Context: an optimization exercise on an open-source flow, tuned for small area. The choices shown serve that exercise and are no tape-out recipe.
In this exercise RTL edits were held to simulation tests only and were not proved equivalent to the original.
Power is estimated from default activity; no workload was simulated.

==> flow/design.v <==
module SevenSegment(x, f);
	input [3:0]x;
	output reg [6:0]f;
	always @(x)
	begin
		case(x)
			4'b0000: f = ~(7'b1111110);
			4'b0001: f = ~(7'b0110000);
			4'b0010: f = ~(7'b1101101);
			4'b0011: f = ~(7'b1111001);
			4'b0100: f = ~(7'b0110011);
			4'b0101: f = ~(7'b1011011);
			4'b0110: f = ~(7'b1011111);
			4'b0111: f = ~(7'b1110000);
			4'b1000: f = ~(7'b1111111);
			4'b1001: f = ~(7'b1111011);
			4'b1010: f = ~(7'b1110111);
			4'b1011: f = ~(7'b0011111);
			4'b1100: f = ~(7'b1001110);
			4'b1101: f = ~(7'b0111101);
			4'b1110: f = ~(7'b1001111);
			4'b1111: f = ~(7'b1000111);
		endcase
	end
endmodule
module BCD_decoder(input [13:0]number,
						 output [6:0]HEXOUT_0, output [6:0]HEXOUT_1, output [6:0]HEXOUT_2, output [6:0]HEXOUT_3);
	reg [3:0]digit_0;
	reg [3:0]digit_1;
	reg [3:0]digit_2;
	reg [3:0]digit_3;
	always@(number)
	begin
		digit_3 = number / 1000;
		digit_2 = (number / 100) % 10;
		digit_1 = (number / 10) % 10;
		digit_0 = number % 10;
	end
	SevenSegment HEX0(digit_0[3:0],HEXOUT_0[6:0]);
	SevenSegment HEX1(digit_1[3:0],HEXOUT_1[6:0]);
	SevenSegment HEX2(digit_2[3:0],HEXOUT_2[6:0]);
	SevenSegment HEX3(digit_3[3:0],HEXOUT_3[6:0]);
endmodule
module BCD_counter(input clock, input rst, input tick, input start, input reset, output  reg [13:0]count);
	always@(posedge clock)
	begin
		if(rst == 1)
			count <= 0;
		else if(tick == 1)
		begin
			if(reset == 1)
				count <= 0;
			else if(start == 1)
				count <= (count + 1) % 9999;
		end
	end
endmodule
module Clock_divider(input CLK, input rst, output div_CLK, output tick);
	parameter n = 1000;
	integer clock_count;
	reg new_clock;
	always@(posedge CLK)
	begin
		if(rst)
		begin
			clock_count <= 0;
			new_clock <= 1'b0;
		end
		else if(clock_count < (n/2))
			clock_count <= clock_count + 1;
		else
		begin
			new_clock <= ~new_clock;
			clock_count <= 0;
		end
	end
	assign div_CLK = new_clock;
	assign tick = ~(clock_count < (n/2)) & ~new_clock;
endmodule
module LFSR(input CLK, input rst, input tick, output reg [7:0]number);
	parameter start_state = 8'b01101010;
	always@(posedge CLK)
	begin
		if(rst)
			number <= start_state;
		else if(tick)
		begin
			number <= {number[3] ^ number[5] ^ number[7] ^ number[0], number[7:1]};
		end
	end
endmodule
module go_buffs(input clock, input rst, input step,
					 output reg [7:0]HEX0, output reg [7:0]HEX1, output reg [7:0]HEX2, output reg [7:0]HEX3, output reg [7:0]HEX4, output reg [7:0]HEX5);
	parameter g_HEX = ~(8'b01011111);
	parameter O_HEX = ~(8'b01111110);
	parameter space_HEX = ~(8'b00000000);
	parameter b_HEX = ~(8'b00011111);
	parameter u_HEX = ~(8'b00011100);
	parameter f_HEX = ~(8'b01000111);
	parameter s_HEX = ~(8'b01011011);
	integer state;
	integer next_state;
	always@(*)
		next_state = (state + 1) % 9;
	always@(posedge clock)
	begin
		if(rst)
		begin
			HEX5 <= g_HEX;
			HEX4 <= O_HEX;
			HEX3 <= space_HEX;
			HEX2 <= b_HEX;
			HEX1 <= u_HEX;
			HEX0 <= f_HEX;
			state <= 0;
		end
		else if(step)
		begin
			state <= next_state;
			HEX5 <= HEX4;
			HEX4 <= HEX3;
			HEX3 <= HEX2;
			HEX2 <= HEX1;
			HEX1 <= HEX0;
			case(next_state)
				0: HEX0 <= f_HEX;
				1: HEX0 <= f_HEX;
				2: HEX0 <= s_HEX;
				3: HEX0 <= space_HEX;
				4: HEX0 <= g_HEX;
				5: HEX0 <= O_HEX;
				6: HEX0 <= space_HEX;
				7: HEX0 <= b_HEX;
				8: HEX0 <= u_HEX;
			endcase
		end
	end
endmodule
module MUX(input [4*n-1:0]x, input[1:0]s, output reg [n-1:0]f);
	parameter n = 4;
	always@(x,s)
	begin
		case(s)
			2'b00: f = x[n-1:0];
			2'b01: f = x[2*n-1:n];
			2'b10: f = x[3*n-1:2*n];
			2'b11: f = x[4*n-1:3*n];
		endcase
	end
endmodule
module Project_2( input [1:0]KEY,
						input [9:0]SW,input CLK,input RST,
						output [9:0]LED,
						output [7:0]HEXOUT_0, output [7:0]HEXOUT_1, output [7:0]HEXOUT_2, output [7:0]HEXOUT_3, output [7:0]HEXOUT_4, output [7:0]HEXOUT_5);
	reg [1:0]state;
	parameter ready_state = 2'b00;	 
	parameter delay_state = 2'b01;	 
	parameter timing_state = 2'b10;	 
	parameter finish_state = 2'b11;	 
	parameter ready_HEX0 = ~(8'b00111011);	 
	parameter ready_HEX1 = ~(8'b00111101);	 
	parameter ready_HEX2 = ~(8'b01110111);	 
	parameter ready_HEX3 = ~(8'b01001111);	 
	parameter ready_HEX4 = ~(8'b01000110);	 
	parameter ready_HEX5 = ~(8'b00000000);	 
	parameter ready_all = {ready_HEX5, ready_HEX4, ready_HEX3, ready_HEX2, ready_HEX1, ready_HEX0};
	parameter delay_HEX0 = ~(8'b00111011);	 
	parameter delay_HEX1 = ~(8'b01110111);	 
	parameter delay_HEX2 = ~(8'b00110000);	 
	parameter delay_HEX3 = ~(8'b01001111);	 
	parameter delay_HEX4 = ~(8'b00111101);	 
	parameter delay_HEX5 = ~(8'b00000000);	 
	parameter delay_all = {delay_HEX5, delay_HEX4, delay_HEX3, delay_HEX2, delay_HEX1, delay_HEX0};
	wire clock_1k;
	wire tick_1k;
	Clock_divider clock_division(CLK, RST, clock_1k, tick_1k);
	defparam clock_division.n = 8;	 
	wire clock_5;
	wire tick_5;
	Clock_divider clock_division2(CLK, RST, clock_5, tick_5);
	defparam clock_division2.n = 1998;	 
	wire [8:0]delay;
	reg [8:0]current_delay;
	assign delay[8] = 1'b0;
	LFSR random(CLK, RST, tick_1k, delay[7:0]);
	wire [7:0]react_HEX0;
	wire [7:0]react_HEX1;
	wire [7:0]react_HEX2;
	wire [7:0]react_HEX3;
	wire [47:0]react_all;
	assign react_all[47:0] = {8'b11111111, 8'b11111111, react_HEX3[7:0], react_HEX2[7:0], react_HEX1[7:0], react_HEX0[7:0]};
	assign react_HEX0[7] = 1;
	assign react_HEX1[7] = 1;
	assign react_HEX2[7] = 1;
	assign react_HEX3[7] = 0;
	wire go;
	wire reset;
	assign go = state[1] & ~state[0];
	assign reset = ~state[1] & ~state[0];
	wire [13:0]reaction_count;
	BCD_counter reaction_counter(CLK, RST, tick_1k, go, reset, reaction_count[13:0]);
	BCD_decoder reaction_HEX_block(reaction_count[13:0], react_HEX0[6:0], react_HEX1[6:0], react_HEX2[6:0], react_HEX3[6:0]);
	wire [7:0]high_HEX0;
	wire [7:0]high_HEX1;
	wire [7:0]high_HEX2;
	wire [7:0]high_HEX3;
	assign high_HEX0[7] = 1;
	assign high_HEX1[7] = 1;
	assign high_HEX2[7] = 1;
	assign high_HEX3[7] = 0;
	wire [47:0]high_all;
	assign high_all[47:0] = {8'b11111111, 8'b11111111, high_HEX3[7:0], high_HEX2[7:0], high_HEX1[7:0], high_HEX0[7:0]};
	reg [13:0]high_score_count;
	BCD_decoder high_score_HEX_block(high_score_count[13:0], high_HEX0[6:0], high_HEX1[6:0], high_HEX2[6:0], high_HEX3[6:0]);
	always@(posedge CLK)
	begin
		if(RST)
			high_score_count[13:0] <= 14'b11111111111111;
		else if((state == finish_state) && (reaction_count < high_score_count))
		begin
			high_score_count[13:0] <= reaction_count[13:0];
		end
	end
	reg [1:0]button_state;
	reg key0_last;
	always@(posedge CLK)
	begin
		if(RST)
		begin
			button_state <= 2'b00;
			key0_last <= 1'b1;
		end
		else
		begin
			key0_last <= KEY[0];
			if(~KEY[1])
			begin
				button_state <= 2'b00;
			end
			else if(key0_last & ~KEY[0])
			begin
				button_state <= (button_state + 1) % 3;
			end
		end
	end
	integer delay_count;
	reg delay_flag;
	always@(posedge CLK)
	begin
		if(RST)
		begin
			state <= ready_state;
			delay_count <= 0;
			delay_flag <= 1'b0;
		end
		else if(tick_1k)
		case(button_state)
			2'b00: state <= ready_state;
			2'b01:
			begin
				if((delay_count < ((delay << 1) + 500)) && (delay_flag == 0))
				begin
					state <= delay_state;
					delay_count <= delay_count + 1;
				end
				else
				begin
					state <= timing_state;
					delay_flag <= 1;
					delay_count <= 0;
				end
			end
			2'b10:
			begin
				state <= finish_state;
				delay_flag <= 0;
			end
		endcase
	end
	genvar i;
	generate
		for(i=0; i<10; i=i+1) begin: LED_assignment
			assign LED[i] = state[1];
		end
	endgenerate
	wire [7:0]buff_HEX0;
	wire [7:0]buff_HEX1;
	wire [7:0]buff_HEX2;
	wire [7:0]buff_HEX3;
	wire [7:0]buff_HEX4;
	wire [7:0]buff_HEX5;
	wire [47:0]buff_all;
	assign buff_all[47:0] = {buff_HEX5[7:0],buff_HEX4[7:0],buff_HEX3[7:0],buff_HEX2[7:0],buff_HEX1[7:0],buff_HEX0[7:0]};
	reg buff_gate_last;
	always@(posedge CLK)
	begin
		if(RST)
			buff_gate_last <= 1'b0;
		else
			buff_gate_last <= clock_5 & state[1];
	end
	go_buffs buff_block(CLK, RST, clock_5 & state[1] & ~buff_gate_last, buff_HEX0[7:0], buff_HEX1[7:0], buff_HEX2[7:0], buff_HEX3[7:0], buff_HEX4[7:0], buff_HEX5[7:0]);
	wire [47:0]reaction_total;
	MUX react_HEX_MUX({react_all[47:0],buff_all[47:0],buff_all[47:0],ready_all[47:0]}, state[1:0], reaction_total[47:0]);
	defparam react_HEX_MUX.n = 48;
	MUX final_HEX_MUX({reaction_total[47:0], high_all[47:0], reaction_total[47:0], reaction_total[47:0]}, {SW[9:8] & ~state[1:0]},
		{HEXOUT_5[7:0], HEXOUT_4[7:0], HEXOUT_3[7:0], HEXOUT_2[7:0], HEXOUT_1[7:0], HEXOUT_0[7:0]});
	defparam final_HEX_MUX.n = 48;
endmodule
==> flow/run.sh <==
#!/bin/bash
# synth_recipe.tcl (not shown) runs the flow's synth.tcl, then flattens the netlist and writes it again
# the make line also repeats each setting of config.mk as NAME=value (left out here)
make -C /OpenROAD-flow-scripts/flow DESIGN_CONFIG=/design/flow/config.mk WORK_HOME=/design/flow/orfs CLKGATE_MAP_FILE= SYNTH_SCRIPT=/design/flow/synth_recipe.tcl finish
==> flow/config.mk <==
export PLATFORM = sky130hd
export DESIGN_NAME = Project_2
export DESIGN_NICKNAME = Project_2
export VERILOG_FILES = /design/flow/design.v
export SDC_FILE = /design/flow/constraint.sdc
export NUM_CORES = 4
export LEC_CHECK = 0
export CAP_MARGIN = 20
export CORE_MARGIN = 2
export CORE_UTILIZATION = 40
export SLEW_MARGIN = 20
==> flow/constraint.sdc <==
create_clock -name core_clock -period 30.0 [get_ports {CLK}]
set_input_delay 6.0000 -clock core_clock [delete_from_list [all_inputs] [get_ports {CLK}]]
set_output_delay 6.0000 -clock core_clock [all_outputs]
set_load 0.01 [all_outputs]
==> notes.md <==
worst max-delay path: cells and delay by family, from the launching register on:
| family | cells | cell delay, ns |
|---|---|---|
| DFF | 1 | 0.75 |
| adders and majority gates | 3 | 0.85 |
| and+or+nand+nor | 25 | 5.50 |
| buffers and inverters | 10 | 2.22 |
| xor gates and xnor gates | 4 | 1.25 |
| AOI/OAI and AO/OA | 24 | 5.69 |
| muxes | 2 | 0.37 |
synthesized netlist by cell type, drive strengths merged, types with 66 or more instances:
master    n  area, um2
a211oi   68        563
a21oi   307       1570
a31oi    66        425
clkbuf  173        649
dfxtp   209       4180
ha      126       1580
inv     136        510
nand2   490       1840
nand3   153        776
nor2    522       1980
nor3    108        583
o21ai   285       1450
xnor2   231       2050
xor2    114        998
cells by family (layout without fill, tap and decap cells):
logic type,count (synthesis),count (layout),share of synthesized area [%]
buf+inv,380,298,5.58
other cells,1,5,0.0134
fa+ha+maj,143,143,6.23
compound gates,1240,1240,30.2
xor+xnor,346,346,10.9
flops,209,209,14.9
mux,88,88,3.51
simple gates,1689,1689,28.7
final timing paths:
kind	slack, ns	end	from	depth (start not counted)
worst max-delay path	6.81	HEXOUT_1[6]	reaction_counter.count[12]$_SDFFE_PP0P_	68
worst min-delay path	0.44	clock_division2.clock_count[0]$_SDFF_PP0_	clock_division2.clock_count[0]$_SDFF_PP0_	1
worst max register to register	8.00	buff_block.HEX0[5]$_SDFFE_PP1P_	buff_block.state[0]$_SDFFE_PP0P_	76
worst min register to register	0.44	clock_division2.clock_count[0]$_SDFF_PP0_	clock_division2.clock_count[0]$_SDFF_PP0_	1
cell type report:
cell class	instances	area, um2
Sequential cell	209	4180
Fill cell	7323	39500
Inverter	147	552
Timing Repair Buffer	103	921
Clock inverter	14	193
Clock buffer	34	722
Tap cell	940	1180
Multi-Input combinational cell	3511	22400
state kept, by name, indices dropped and copies added (netlist names), 8 cells and up:
| signal | count |
|---|---|
| reaction_counter.count | 14 |
| delay_count | 32 |
| random.number | 8 |
| buff_block.state | 32 |
| clock_division2.clock_count | 32 |
| clock_division.clock_count | 32 |
| high_score_count | 14 |
per-layer routing:
| metal | vias to the layer above | share of wire, % | track usage (%) |
|---|---|---|---|
| li1 | 14718 | - | - |
| met1 | 13559 | 49 | 29.7 |
| met2 | 666 | 45 | 34.4 |
| met3 | 94 | 4.6 | 2.16 |
| met4 | 0 | 2.3 | 5.21 |
| met5 | - | 0 | 0 |
power by group through the flow:
| stage | sequential, mW | clock, mW | combinational (mW) |
|---|---|---|---|
| 2_1_floorplan | 0.288 | 0 | 0.0184 |
| 3_3_place_gp | 0.289 | 0 | 0.0263 |
| 3_5_place_dp | 0.289 | 0 | 0.0264 |
| 4_1_cts | 0.283 | 0.342 | 0.0267 |
| 5_1_grt | 0.283 | 0.354 | 0.0300 |
| 6_report | 0.283 | 0.334 | 0.0268 |
stage by stage:
stage          instance area (um2)  std cells  total power [mW]  util (%)  hold slack (ns)
2_1_floorplan                28100       4100             0.306         -            0.418
3_3_place_gp                 29200       4908             0.315      41.8            0.434
3_5_place_dp                 29200       4909             0.315      41.9            0.440
4_1_cts                      30100       4957             0.651      43.2            0.448
5_1_grt                      30100       4958             0.666      43.2            0.461
6_report                     30100       4958             0.644      43.2            0.445
==> summary.txt <==
Pwr
  – Combinational Power Share: 4.2%
  – Switching Share: 23.1%
  – Pleak: 11.5 nW
  – Power per cell area: 21.4 nW/um2
  – Pint: 0.495 mW
  – Psw: 0.149 mW
  – Peak supply drop: 0.0483 mV
  – Seq pwr share: 43.9%
  – Clk pwr share: 51.9%

Placement
  – GPL Wtd Cong: 0.876
  – DP HPWL: 59,400 um
  – Port Buffer Count: 58
  – Dpl ws: 7.14 ns

Setup path
  – CP most frequent cell: nor2_1
  – Worst Setup Start Kind: register
  – Setup CP Type: register to primary output
  – Arrival time worst endpoint: 17.19 ns
  – Max stage delay cell, worst path: dfxtp_1
  – Critical Path Max Stage Delay: 0.75 ns
  – CP max FO: 19
  – Setup crit end kind: primary output
  – WP data required: 24.00 ns

Synthesis
  – Yosys warns: 9
  – Mapped Area: 28,000 um2
  – Register area share after synthesis: 14.9%
  – Ys async rst share: 0%
  – Post-synth cell types: 141
  – Register bit total from synthesis: 209
  – Number of synthesized flops with an enable pin: 0
  – Synth Flop Type: dfxtp_1
  – Cell count after synthesis: 4,096
  – Syn avg cell area: 6.85 um2

Drt
  – Post-route DRC violation count: 0
  – Post-DRT Antenna Nets: 0
  – Avg WL per Cell: 16.2 um
  – DR vias/cell: 5.86
  – Drt first pass iters: 7
  – Drt initial violations: 2,130
  – Detailed Route WL: 80,100 um
  – Vias: 29,037

CTS
  – CTS tree: done
  – PostCTS Resize Cnt: 0
  – Total CTS buffers: 26
  – Clock Latency Late Sink: 0.54 ns
  – H-tree levels: 1
  – Clk slew on worst S/H paths: 0.06 ns
  – CTS root buffer: clkbuf_16
  – Post-CTS setup buffer count: 0
  – Longest Clk Path Bufs: 3
  – CTS sink cnt: 209
  – Cts hold-fix bufs: 0

Floorplanning
  – Die width: 269 um
  – I/O Pins: 72
  – Initial core utilization: 40.3%
  – Core Rows: 97
  – Die Area: 72,200 um2
  – Die height: 269 um
  – Core box area: 69,700 um2

Finish
  – Area growth syn-to-layout: 7.41%
  – Commonest non-fill, non-tap cells in the layout: nor2_1, nand2_1, a21oi_1, o21ai_0, xnor2_1
  – Commonest non-fill, non-tap cell in the layout: nor2_1
  – Layout cells sized above 1: 6.27%
  – Fin nets: 4,138
  – Antenna diodes: 0

GRT
  – Total grt overflow: 0
  – Initial antenna violation count: 0
  – Global-route wire length before repair: 130,000 um
  – Total global-route track usage: 21.1%
  – Vias in the first global route: 25,495
  – Largest net degree at the start of global routing: 55

STA
  – RSZ-0062 raised after global routing: false
  – Final Cycle Share: 77.3%
  – Final hold vios: 0
  – Setup TNS: 0 ns
  – Final Skew: 0.0105 ns
  – Slew margin rel.: 23.9%
  – Finish-stage setup viols: 0
  – Fmax: 43.1 MHz
  – Fin crit period: 23.19 ns
  – Least-Margin Pin Slew: 1.14 ns
  – Final worst slack: 6.81 ns
  – Max-slew violations: 0

Hold path
  – Worst Hold Class: register to register

Flow run
  – Max-cap violations: 0

Outcome
  – Status: no timing/DRC/antenna violations

-- re-timing with driven ports --
In the flow no input, the clock included, has a driving cell. The finished layout below was timed again as built, in two steps. Step 1 sets driving cells, clkbuf_16 on the clock port and buf_2 on the other inputs (assumed; they add their load-dependent delay and slew). Step 2, shift: input delay + t, output delay - t, t = (earliest + latest rising clock arrival at the registers) / 2. This alone moves slack from input paths to output paths. Three values: ideal ports, drivers, drivers and shift; two values: the first two.
t (ns): 0.596
slack for setup (ns): 6.812 / 6.756 / 7.352
worst setup path at the end: register to output
After both steps this run still meets setup and hold. For this run, drivers alone change the setup slack by -0.056 ns; drivers and shift together by +0.540 ns.
